This is an optimization exercise on Yosys and OpenROAD, whose aim is small area, not a production implementation. Only simulation tests tie the RTL to the original design; equivalence was not proved. No driver is modelled on the clock port, so clocking that relies on it looks cheaper here than on a real chip. Power figures rest on the tool's default switching activity, not on a simulated workload.

==> build 15 <==
==> flow/design.v (excerpt) <==
module fir(data_out, out_enable, data_in, sample_enable, coef_enable, error, clk, reset);
==> flow/config.mk <==
export PLATFORM = sky130hd
export DESIGN_NAME = fir
export DESIGN_NICKNAME = fir
export VERILOG_FILES = /design/flow/design.v
export SDC_FILE = /design/flow/constraint.sdc
export NUM_CORES = 4
export LEC_CHECK = 0
export CAP_MARGIN = 20
export CELL_PAD_IN_SITES_DETAIL_PLACEMENT = 1
export CELL_PAD_IN_SITES_GLOBAL_PLACEMENT = 1
export CORE_MARGIN = 2
export CORE_UTILIZATION = 40
export GPL_TIMING_DRIVEN = 0
export SLEW_MARGIN = 20
export SYNTH_HIERARCHICAL = 1
==> flow/constraint.sdc <==
create_clock -name core_clock -period 12.0 [get_ports {clk}]
set_input_delay 2.4000 -clock core_clock [delete_from_list [all_inputs] [get_ports {clk}]]
set_output_delay 2.4000 -clock core_clock [all_outputs]
set_load 0.01 [all_outputs]
standard.sh (not shown) runs the stock make flow with config.mk's settings and CLKGATE_MAP_FILE= SYNTH_SCRIPT=/design/flow/synth_recipe.tcl, a recipe that flattens the netlist after the stock synthesis.
==> flow/flow/run.sh <==
#!/bin/bash
# The standard layout with these changes: port buffers chosen per direction
# (flow/pre_gpl.tcl), global placement that is not timing driven, only
# small buffers for the resizer (flow/small_bufs.tcl), a clock tree of
# clock buffers without dummy balancing loads, and cells downsized where
# timing allows after clock tree synthesis (flow/post_cts.tcl).
set -uo pipefail
here=$(pwd)
bash standard.sh synth > standard_synth.log 2>&1 || exit 1
bash standard.sh \
  "DONT_BUFFER_PORTS=1" \
  "PRE_GLOBAL_PLACE_TCL=$here/flow/pre_gpl.tcl" \
  "PRE_RESIZE_TCL=$here/flow/small_bufs.tcl" \
  "PRE_CTS_TCL=$here/flow/small_bufs.tcl" \
  "POST_CTS_TCL=$here/flow/post_cts.tcl" \
  "PRE_GLOBAL_ROUTE_TCL=$here/flow/small_bufs.tcl" \
  "CTS_ARGS=-sink_clustering_enable -repair_clock_nets -buf_list sky130_fd_sc_hd__clkbuf_4 -root_buf sky130_fd_sc_hd__clkbuf_8 -dont_use_dummy_load" \
  finish > standard_make.log 2>&1
==> flow/flow/post_cts.tcl <==
# Runs after clock tree synthesis: move each combinational cell to the
# smallest drive strength of its function that keeps setup slack above a
# margin, with no slew or capacitance violation. Flip-flops and clock
# buffers are left alone.
proc my_downsize { margin } {
  set dont_use {}
  if {[info exists ::env(DONT_USE_CELLS)]} { set dont_use $::env(DONT_USE_CELLS) }
  set changed 0
  foreach inst [get_cells *] {
    set ref [get_property $inst ref_name]
    if {![regexp {^(sky130_fd_sc_hd__[a-z0-9]+)_([0-9]+)$} $ref -> base drive]} continue
    if {[string match "*clkbuf*" $base] || [string match "*clkinv*" $base]} continue
    if {[string match "*df*" $base]} continue
    foreach d {0 1 2} {
      if {$d >= $drive} break
      set cand ${base}_$d
      if {[get_lib_cells -quiet */$cand] == ""} continue
      if {[lsearch $dont_use $cand] >= 0} continue
      replace_cell $inst $cand
      estimate_parasitics -placement
      if {[sta::worst_slack -max] >= $margin
          && [sta::max_slew_violation_count] == 0
          && [sta::max_capacitance_violation_count] == 0} {
        incr changed
        break
      }
      replace_cell $inst $ref
      estimate_parasitics -placement
    }
  }
  return $changed
}
estimate_parasitics -placement
puts "my_downsize: resized [my_downsize 0.3] instances"
Other scripts of this flow, unchanged in this note and not shown: flow/flow/pre_gpl.tcl, flow/flow/small_bufs.tcl
==> inputs of trial 35, as changes to build 15 <==
--- a/flow/design.v
+++ b/flow/design.v
@@ -5,53 +5,40 @@
 	output error;
 	input [7:0] data_in;
 	input sample_enable;
 	input coef_enable;
 	input clk;
 	input reset;
 	localparam S_RESET  = 3'd0;
-	localparam S_C0     = 3'd2;
-	localparam S_C1     = 3'd1;
-	localparam S_C2     = 3'd3;
-	localparam S_C3     = 3'd5;
-	localparam S_C4     = 3'd7;
+	localparam S_C0     = 3'd1;
+	localparam S_C1     = 3'd2;
+	localparam S_C4     = 3'd5;
 	localparam S_FILTER = 3'd6;
-	localparam S_ERROR  = 3'd4;
+	localparam S_ERROR  = 3'd7;
 	reg [2:0] state;
 	reg primed;
 	reg [7:0] c0, c1, c2, c3, c4;
 	reg [7:0] x1m, x2m, x3m, x4m;
 	wire ce = coef_enable;
 	wire se = sample_enable;
 	wire st_reset  = (state == S_RESET);
 	wire st_filter = (state == S_FILTER);
 	wire st_error  = (state == S_ERROR);
-	wire st_coeff  = (state == S_C0) || (state == S_C1) || (state == S_C2) ||
-	                 (state == S_C3) || (state == S_C4);
+	wire st_coeff  = (state != S_RESET) && (state <= S_C4);
 	wire st_c0     = (state == S_C0);
 	wire read_coef = ce & ~se & ~st_error;
 	wire read_samp = se & ~ce & (st_filter | st_c0);
 	assign out_enable = st_filter | (st_c0 & ~ce & se);
 	assign error = st_error | (st_reset & se) | (st_coeff & ce & se) |
 	               (st_coeff & ~st_c0 & ~ce) | (st_filter & ce & se);
-	reg [2:0] after_coef;
-	always @(*)
-		case (state)
-			S_C0: after_coef = S_C1;
-			S_C1: after_coef = S_C2;
-			S_C2: after_coef = S_C3;
-			S_C3: after_coef = S_C4;
-			S_C4: after_coef = S_C0;
-			default: after_coef = S_C1;
-		endcase
 	reg [2:0] nstate;
 	always @(*) begin
 		nstate = state;
 		if (error) nstate = S_ERROR;
-		else if (read_coef) nstate = after_coef;
+		else if (read_coef) nstate = !st_coeff ? S_C1 : (state == S_C4 ? S_C0 : state + 3'd1);
 		else if (st_c0) nstate = S_FILTER;
 	end
 	always @(posedge clk or negedge reset)
 		if (~reset) begin
 			state <= S_RESET;
 			primed <= 1'b0;
 		end else begin
@@ -764,32 +751,33 @@
 	wire s637;
 	wire k637;
 	wire s638;
 	wire k638;
 	wire s639;
 	wire k639;
 	wire s640;
+	wire k640;
 	wire s641;
+	wire k641;
 	wire s642;
+	wire k642;
 	wire s643;
+	wire k643;
 	wire s644;
-	wire s645;
-	wire s646;
-	wire s647;
-	wire s648;
-	wire s649;
-	wire s650;
-	wire s651;
+	wire k644;
+	wire o645;
+	wire o646;
+	wire o647;
+	wire o648;
+	wire o649;
+	wire o650;
+	wire o651;
 	wire o652;
 	wire o653;
 	wire o654;
-	wire o655;
-	wire o656;
-	wire o657;
-	wire o658;
 	fir_ha u0 (c4[1], c4[0], s0, k0);
 	fir_fa u1 (c4[2], c4[1], k0, s1, k1);
 	fir_fa u2 (c4[3], c4[2], k1, s2, k2);
 	fir_fa u3 (c4[4], c4[3], k2, s3, k3);
 	fir_fa u4 (c4[5], c4[4], k3, s4, k4);
 	fir_fa u5 (c4[6], c4[5], k4, s5, k5);
 	fir_fa u6 (c4[7], c4[6], k5, s6, k6);
@@ -1268,36 +1256,32 @@
 	fir_fa u632 (p181, p273, p365, s632, k632);
 	fir_fa u633 (p457, p89, k621, s633, k633);
 	fir_fa u634 (k622, k623, k624, s634, k634);
 	fir_fa u635 (s632, s633, k625, s635, k635);
 	fir_fa u636 (k626, s634, s635, s636, k636);
 	fir_fa u637 (k627, k628, s636, s637, k637);
 	fir_fa u638 (k629, s637, k630, s638, k638);
-	fir_xor u639 (s638, k631, s639);
-	fir_or v639 (s638, k631, k639);
-	fir_xor u640 (p183, p275, s640);
-	fir_xor u641 (p367, p459, s641);
-	fir_xor u642 (p91, s640, s642);
-	fir_xor u643 (s641, k632, s643);
-	fir_xor u644 (s642, k633, s644);
-	fir_xor u645 (s643, k634, s645);
-	fir_xor u646 (s644, s645, s646);
-	fir_xor u647 (k635, s646, s647);
-	fir_xor u648 (k636, s647, s648);
-	fir_xor u649 (s648, k637, s649);
-	fir_xor u650 (s649, k638, s650);
-	fir_xnor u651 (s650, k639, s651);
-	assign o652 = ~s461;
-	assign o653 = ~s464;
-	assign o654 = ~s470;
-	assign o655 = ~s489;
-	assign o656 = ~s518;
-	assign o657 = ~s574;
-	assign o658 = ~s631;
-	assign data_out = {s651, s639, o658, s620, s607, s591, o657, s555, s536, o656, s502, o655, s478, o654, o653, o652};
+	fir_fa u639 (p183, p275, p367, s639, k639);
+	fir_fa u640 (p459, p91, k632, s640, k640);
+	fir_fa u641 (s639, k633, k634, s641, k641);
+	fir_fa u642 (s640, k635, s641, s642, k642);
+	fir_fa u643 (k636, s642, k637, s643, k643);
+	fir_xor u644 (s643, k638, s644);
+	fir_or v644 (s643, k638, k644);
+	assign o645 = ~s461;
+	assign o646 = ~s464;
+	assign o647 = ~s470;
+	assign o648 = ~s489;
+	assign o649 = ~s518;
+	assign o650 = ~s574;
+	assign o651 = ~s631;
+	assign o652 = ~s638;
+	assign o653 = o652 ^ ~k631;
+	assign o654 = s644 ^ (~k631 & o652);
+	assign data_out = {o654, o653, o651, s620, s607, s591, o650, s555, s536, o649, s502, o648, s478, o647, o646, o645};
 endmodule
 module fir_fa(input a, input b, input c, output s, output co);
 	assign s = a ^ b ^ c;
 	assign co = (a & b) | (c & (a ^ b));
 endmodule
 module fir_sel3(output y, input s1, input a1, input s2, input a2, input s3, input a3);
 	assign y = ~((s1 & a1) | (s2 & a2) | (s3 & a3));
==> flow/flow/run.sh (replaced) <==
#!/bin/bash
# The standard layout with these changes: port buffers chosen per direction
# (flow/pre_gpl.tcl), global placement that is not timing driven, only
# small buffers for the resizer (flow/small_bufs.tcl), and a clock tree of
# clock buffers without dummy balancing loads.
set -uo pipefail
here=$(pwd)
bash standard.sh synth > standard_synth.log 2>&1 || exit 1
bash standard.sh \
  "DONT_BUFFER_PORTS=1" \
  "PRE_GLOBAL_PLACE_TCL=$here/flow/pre_gpl.tcl" \
  "PRE_RESIZE_TCL=$here/flow/small_bufs.tcl" \
  "PRE_CTS_TCL=$here/flow/small_bufs.tcl" \
  "PRE_GLOBAL_ROUTE_TCL=$here/flow/small_bufs.tcl" \
  "CTS_ARGS=-sink_clustering_enable -repair_clock_nets -buf_list sky130_fd_sc_hd__clkbuf_4 -root_buf sky130_fd_sc_hd__clkbuf_8 -dont_use_dummy_load" \
  finish > standard_make.log 2>&1
CORE_UTILIZATION = 55   (was 40)
removed: flow/flow/post_cts.tcl
==> inputs of build 47, as changes to build 15 <==
--- a/flow/design.v
+++ b/flow/design.v
@@ -5,53 +5,40 @@
 	output error;
 	input [7:0] data_in;
 	input sample_enable;
 	input coef_enable;
 	input clk;
 	input reset;
 	localparam S_RESET  = 3'd0;
-	localparam S_C0     = 3'd2;
-	localparam S_C1     = 3'd1;
-	localparam S_C2     = 3'd3;
-	localparam S_C3     = 3'd5;
-	localparam S_C4     = 3'd7;
+	localparam S_C0     = 3'd1;
+	localparam S_C1     = 3'd2;
+	localparam S_C4     = 3'd5;
 	localparam S_FILTER = 3'd6;
-	localparam S_ERROR  = 3'd4;
+	localparam S_ERROR  = 3'd7;
 	reg [2:0] state;
 	reg primed;
 	reg [7:0] c0, c1, c2, c3, c4;
 	reg [7:0] x1m, x2m, x3m, x4m;
 	wire ce = coef_enable;
 	wire se = sample_enable;
 	wire st_reset  = (state == S_RESET);
 	wire st_filter = (state == S_FILTER);
 	wire st_error  = (state == S_ERROR);
-	wire st_coeff  = (state == S_C0) || (state == S_C1) || (state == S_C2) ||
-	                 (state == S_C3) || (state == S_C4);
+	wire st_coeff  = (state != S_RESET) && (state <= S_C4);
 	wire st_c0     = (state == S_C0);
 	wire read_coef = ce & ~se & ~st_error;
 	wire read_samp = se & ~ce & (st_filter | st_c0);
 	assign out_enable = st_filter | (st_c0 & ~ce & se);
 	assign error = st_error | (st_reset & se) | (st_coeff & ce & se) |
 	               (st_coeff & ~st_c0 & ~ce) | (st_filter & ce & se);
-	reg [2:0] after_coef;
-	always @(*)
-		case (state)
-			S_C0: after_coef = S_C1;
-			S_C1: after_coef = S_C2;
-			S_C2: after_coef = S_C3;
-			S_C3: after_coef = S_C4;
-			S_C4: after_coef = S_C0;
-			default: after_coef = S_C1;
-		endcase
 	reg [2:0] nstate;
 	always @(*) begin
 		nstate = state;
 		if (error) nstate = S_ERROR;
-		else if (read_coef) nstate = after_coef;
+		else if (read_coef) nstate = !st_coeff ? S_C1 : (state == S_C4 ? S_C0 : state + 3'd1);
 		else if (st_c0) nstate = S_FILTER;
 	end
 	always @(posedge clk or negedge reset)
 		if (~reset) begin
 			state <= S_RESET;
 			primed <= 1'b0;
 		end else begin
@@ -764,32 +751,33 @@
 	wire s637;
 	wire k637;
 	wire s638;
 	wire k638;
 	wire s639;
 	wire k639;
 	wire s640;
+	wire k640;
 	wire s641;
+	wire k641;
 	wire s642;
+	wire k642;
 	wire s643;
+	wire k643;
 	wire s644;
-	wire s645;
-	wire s646;
-	wire s647;
-	wire s648;
-	wire s649;
-	wire s650;
-	wire s651;
+	wire k644;
+	wire o645;
+	wire o646;
+	wire o647;
+	wire o648;
+	wire o649;
+	wire o650;
+	wire o651;
 	wire o652;
 	wire o653;
 	wire o654;
-	wire o655;
-	wire o656;
-	wire o657;
-	wire o658;
 	fir_ha u0 (c4[1], c4[0], s0, k0);
 	fir_fa u1 (c4[2], c4[1], k0, s1, k1);
 	fir_fa u2 (c4[3], c4[2], k1, s2, k2);
 	fir_fa u3 (c4[4], c4[3], k2, s3, k3);
 	fir_fa u4 (c4[5], c4[4], k3, s4, k4);
 	fir_fa u5 (c4[6], c4[5], k4, s5, k5);
 	fir_fa u6 (c4[7], c4[6], k5, s6, k6);
@@ -1268,36 +1256,32 @@
 	fir_fa u632 (p181, p273, p365, s632, k632);
 	fir_fa u633 (p457, p89, k621, s633, k633);
 	fir_fa u634 (k622, k623, k624, s634, k634);
 	fir_fa u635 (s632, s633, k625, s635, k635);
 	fir_fa u636 (k626, s634, s635, s636, k636);
 	fir_fa u637 (k627, k628, s636, s637, k637);
 	fir_fa u638 (k629, s637, k630, s638, k638);
-	fir_xor u639 (s638, k631, s639);
-	fir_or v639 (s638, k631, k639);
-	fir_xor u640 (p183, p275, s640);
-	fir_xor u641 (p367, p459, s641);
-	fir_xor u642 (p91, s640, s642);
-	fir_xor u643 (s641, k632, s643);
-	fir_xor u644 (s642, k633, s644);
-	fir_xor u645 (s643, k634, s645);
-	fir_xor u646 (s644, s645, s646);
-	fir_xor u647 (k635, s646, s647);
-	fir_xor u648 (k636, s647, s648);
-	fir_xor u649 (s648, k637, s649);
-	fir_xor u650 (s649, k638, s650);
-	fir_xnor u651 (s650, k639, s651);
-	assign o652 = ~s461;
-	assign o653 = ~s464;
-	assign o654 = ~s470;
-	assign o655 = ~s489;
-	assign o656 = ~s518;
-	assign o657 = ~s574;
-	assign o658 = ~s631;
-	assign data_out = {s651, s639, o658, s620, s607, s591, o657, s555, s536, o656, s502, o655, s478, o654, o653, o652};
+	fir_fa u639 (p183, p275, p367, s639, k639);
+	fir_fa u640 (p459, p91, k632, s640, k640);
+	fir_fa u641 (s639, k633, k634, s641, k641);
+	fir_fa u642 (s640, k635, s641, s642, k642);
+	fir_fa u643 (k636, s642, k637, s643, k643);
+	fir_xor u644 (s643, k638, s644);
+	fir_or v644 (s643, k638, k644);
+	assign o645 = ~s461;
+	assign o646 = ~s464;
+	assign o647 = ~s470;
+	assign o648 = ~s489;
+	assign o649 = ~s518;
+	assign o650 = ~s574;
+	assign o651 = ~s631;
+	assign o652 = ~s638;
+	assign o653 = o652 ^ ~k631;
+	assign o654 = s644 ^ (~k631 & o652);
+	assign data_out = {o654, o653, o651, s620, s607, s591, o650, s555, s536, o649, s502, o648, s478, o647, o646, o645};
 endmodule
 module fir_fa(input a, input b, input c, output s, output co);
 	assign s = a ^ b ^ c;
 	assign co = (a & b) | (c & (a ^ b));
 endmodule
 module fir_sel3(output y, input s1, input a1, input s2, input a2, input s3, input a3);
 	assign y = ~((s1 & a1) | (s2 & a2) | (s3 & a3));
==> inputs of build 41, as changes to build 15 <==
--- a/flow/design.v
+++ b/flow/design.v
@@ -762,34 +762,34 @@
 	wire s636;
 	wire k636;
 	wire s637;
 	wire k637;
 	wire s638;
 	wire k638;
 	wire s639;
-	wire k639;
 	wire s640;
 	wire s641;
 	wire s642;
 	wire s643;
 	wire s644;
 	wire s645;
 	wire s646;
 	wire s647;
 	wire s648;
 	wire s649;
-	wire s650;
-	wire s651;
+	wire o650;
+	wire o651;
 	wire o652;
 	wire o653;
 	wire o654;
 	wire o655;
 	wire o656;
 	wire o657;
 	wire o658;
+	wire o659;
 	fir_ha u0 (c4[1], c4[0], s0, k0);
 	fir_fa u1 (c4[2], c4[1], k0, s1, k1);
 	fir_fa u2 (c4[3], c4[2], k1, s2, k2);
 	fir_fa u3 (c4[4], c4[3], k2, s3, k3);
 	fir_fa u4 (c4[5], c4[4], k3, s4, k4);
 	fir_fa u5 (c4[6], c4[5], k4, s5, k5);
 	fir_fa u6 (c4[7], c4[6], k5, s6, k6);
@@ -1268,36 +1268,36 @@
 	fir_fa u632 (p181, p273, p365, s632, k632);
 	fir_fa u633 (p457, p89, k621, s633, k633);
 	fir_fa u634 (k622, k623, k624, s634, k634);
 	fir_fa u635 (s632, s633, k625, s635, k635);
 	fir_fa u636 (k626, s634, s635, s636, k636);
 	fir_fa u637 (k627, k628, s636, s637, k637);
 	fir_fa u638 (k629, s637, k630, s638, k638);
-	fir_xor u639 (s638, k631, s639);
-	fir_or v639 (s638, k631, k639);
-	fir_xor u640 (p183, p275, s640);
-	fir_xor u641 (p367, p459, s641);
-	fir_xor u642 (p91, s640, s642);
-	fir_xor u643 (s641, k632, s643);
-	fir_xor u644 (s642, k633, s644);
-	fir_xor u645 (s643, k634, s645);
-	fir_xor u646 (s644, s645, s646);
-	fir_xor u647 (k635, s646, s647);
-	fir_xor u648 (k636, s647, s648);
-	fir_xor u649 (s648, k637, s649);
-	fir_xor u650 (s649, k638, s650);
-	fir_xnor u651 (s650, k639, s651);
-	assign o652 = ~s461;
-	assign o653 = ~s464;
-	assign o654 = ~s470;
-	assign o655 = ~s489;
-	assign o656 = ~s518;
-	assign o657 = ~s574;
-	assign o658 = ~s631;
-	assign data_out = {s651, s639, o658, s620, s607, s591, o657, s555, s536, o656, s502, o655, s478, o654, o653, o652};
+	fir_xor u639 (p183, p275, s639);
+	fir_xor u640 (p367, p459, s640);
+	fir_xor u641 (p91, s639, s641);
+	fir_xor u642 (s640, k632, s642);
+	fir_xor u643 (s641, k633, s643);
+	fir_xor u644 (s642, k634, s644);
+	fir_xor u645 (s643, s644, s645);
+	fir_xor u646 (k635, s645, s646);
+	fir_xor u647 (k636, s646, s647);
+	fir_xor u648 (s647, k637, s648);
+	fir_xor u649 (s648, k638, s649);
+	assign o650 = ~s461;
+	assign o651 = ~s464;
+	assign o652 = ~s470;
+	assign o653 = ~s489;
+	assign o654 = ~s518;
+	assign o655 = ~s574;
+	assign o656 = ~s631;
+	assign o657 = ~s638;
+	assign o658 = o657 ^ ~k631;
+	assign o659 = s649 ^ (~k631 & o657);
+	assign data_out = {o659, o658, o656, s620, s607, s591, o655, s555, s536, o654, s502, o653, s478, o652, o651, o650};
 endmodule
 module fir_fa(input a, input b, input c, output s, output co);
 	assign s = a ^ b ^ c;
 	assign co = (a & b) | (c & (a ^ b));
 endmodule
 module fir_sel3(output y, input s1, input a1, input s2, input a2, input s3, input a3);
 	assign y = ~((s1 & a1) | (s2 & a2) | (s3 & a3));
==> impl_results.md <==
- Switching Fraction: 0.4565
- Nets: 891
- Routed WL per cell: 32.08 um
- Combinational gate power: 993 uW
- Multi-input logic area: 0.006659 mm^2
- Vias per cell: 7.005
- Area Overhead vs Synth: 3.633%
- Placed Area: 0.009567 mm^2
- Synth top area share: 0.4490
- Adder-Cell Fraction of Synth Area: 0.4652
- Fin crit period: 11.45 ns
- Met3 wire len: 2.742 mm
- Logic inverters: 12
- Run status: no timing/DRC/antenna violations
- Share of post-route cells with drive strength above 1: 0.01672
- Synth Area in Compound Gates: 0.1887
- Routability cong.: about 0.98
- Worst-case reg-to-reg path depth: 5
- Slowest-stage cell, CP: edfxtp_1
- Sequential share of power: 0.204
[end of results for build 47]
==> impl_results.md <==
- Logic inverters: 13
- Worst-case reg-to-reg path depth: 4
- Routed WL per cell: 32.18 um
- Slowest-stage cell, CP: fa_1
- Switching Fraction: 0.4526
- Routability cong.: 0.9495
- Share of post-route cells with drive strength above 1: 0.01988
- Area Overhead vs Synth: 4.195%
- Vias per cell: 6.978
- Multi-input logic area: approximately 0.0066 mm^2
- Fin crit period: around 11 ns
- Adder-Cell Fraction of Synth Area: 0.4581
- Run status: no timing/DRC/antenna violations
- Placed Area: 0.009505 mm^2
- Sequential share of power: 0.218
- Nets: 881
[end of results for build 41]
==> impl_results.md <==
- Run status: no timing/DRC/antenna violations
- Slowest-stage cell, CP: edfxtp_1
- Fin crit period: 11.57 ns
- Total power: between 1 and 1.5 mW
- Multi-input logic area: 0.006588 mm^2
- Switching Fraction: 0.4490
- Area Overhead vs Synth: 4.087%
- Nets: between 800 and 900
- Post-synth EDFFs: 72
- Height of the chip: 155.0 um
- Met3 wire len: 2.819 mm
- Sequential share of power: 0.219
- Vias per cell: ~7.1
- Synth Area in Compound Gates: 0.1890
- Share of post-route cells with drive strength above 1: 0.01988
- Syn_nets: 853
- Placed Area: 0.009508 mm^2
- Adder-Cell Fraction of Synth Area: 0.4570
- Synth top area share: 0.4433
[end of results for build 15]
==> impl_results.md <==
- Switching Fraction: 0.4640
- Area Overhead vs Synth: 4.026%
- Met3 wire len: between 3 and 4 mm
- Sequential share of power: 0.198
- Worst-case reg-to-reg path depth: 4
- Routability cong.: around 0.95
- Slowest-stage cell, CP: edfxtp_1
- Nets: between 800 and 900
- Run status: no timing/DRC/antenna violations
- Combinational gate power: 1.04 mW
- Share of post-route cells with drive strength above 1: 0.05632
- Synth Area in Compound Gates: 0.1887
- Adder-Cell Fraction of Synth Area: 0.4652
- Vias per cell: 7.747
- Logic inverters: 12
[end of results for trial 35]

==> port drivers added, routing unchanged <==
Ports are ideal in the flow. The routed layouts listed here were re-timed in OpenROAD.
Step 1 sets driving cells, clkbuf_16 on the clock port and buf_2 on the other inputs (assumed; they add their load-dependent delay and slew).
Step 2, shift: input delay + t, output delay - t, t = (earliest + latest rising clock arrival at the registers) / 2. This alone moves slack from input paths to output paths.
a / b / c = no drivers / after step 1 / after step 2; a / b = the first two.
run | shift t [ns] | setup WS [ns] | latest minus earliest clock arrival (ns) | cell pins on the clock port's net
build 15 | 0.394 | 0.426 / 0.385 / 0.671 | 0.024 / 0.025 | 1
trial 35 | 0.408 | 0.528 / 0.487 / 0.804 | 0.028 / 0.028 | 1
build 47 | 0.390 | 0.549 / 0.515 / 0.728 | 0.011 / 0.011 | 1
build 41 | 0.401 | 0.634 / 0.593 / 0.682 | 0.020 / 0.021 | 1
After both steps setup and hold are still met in every run listed.
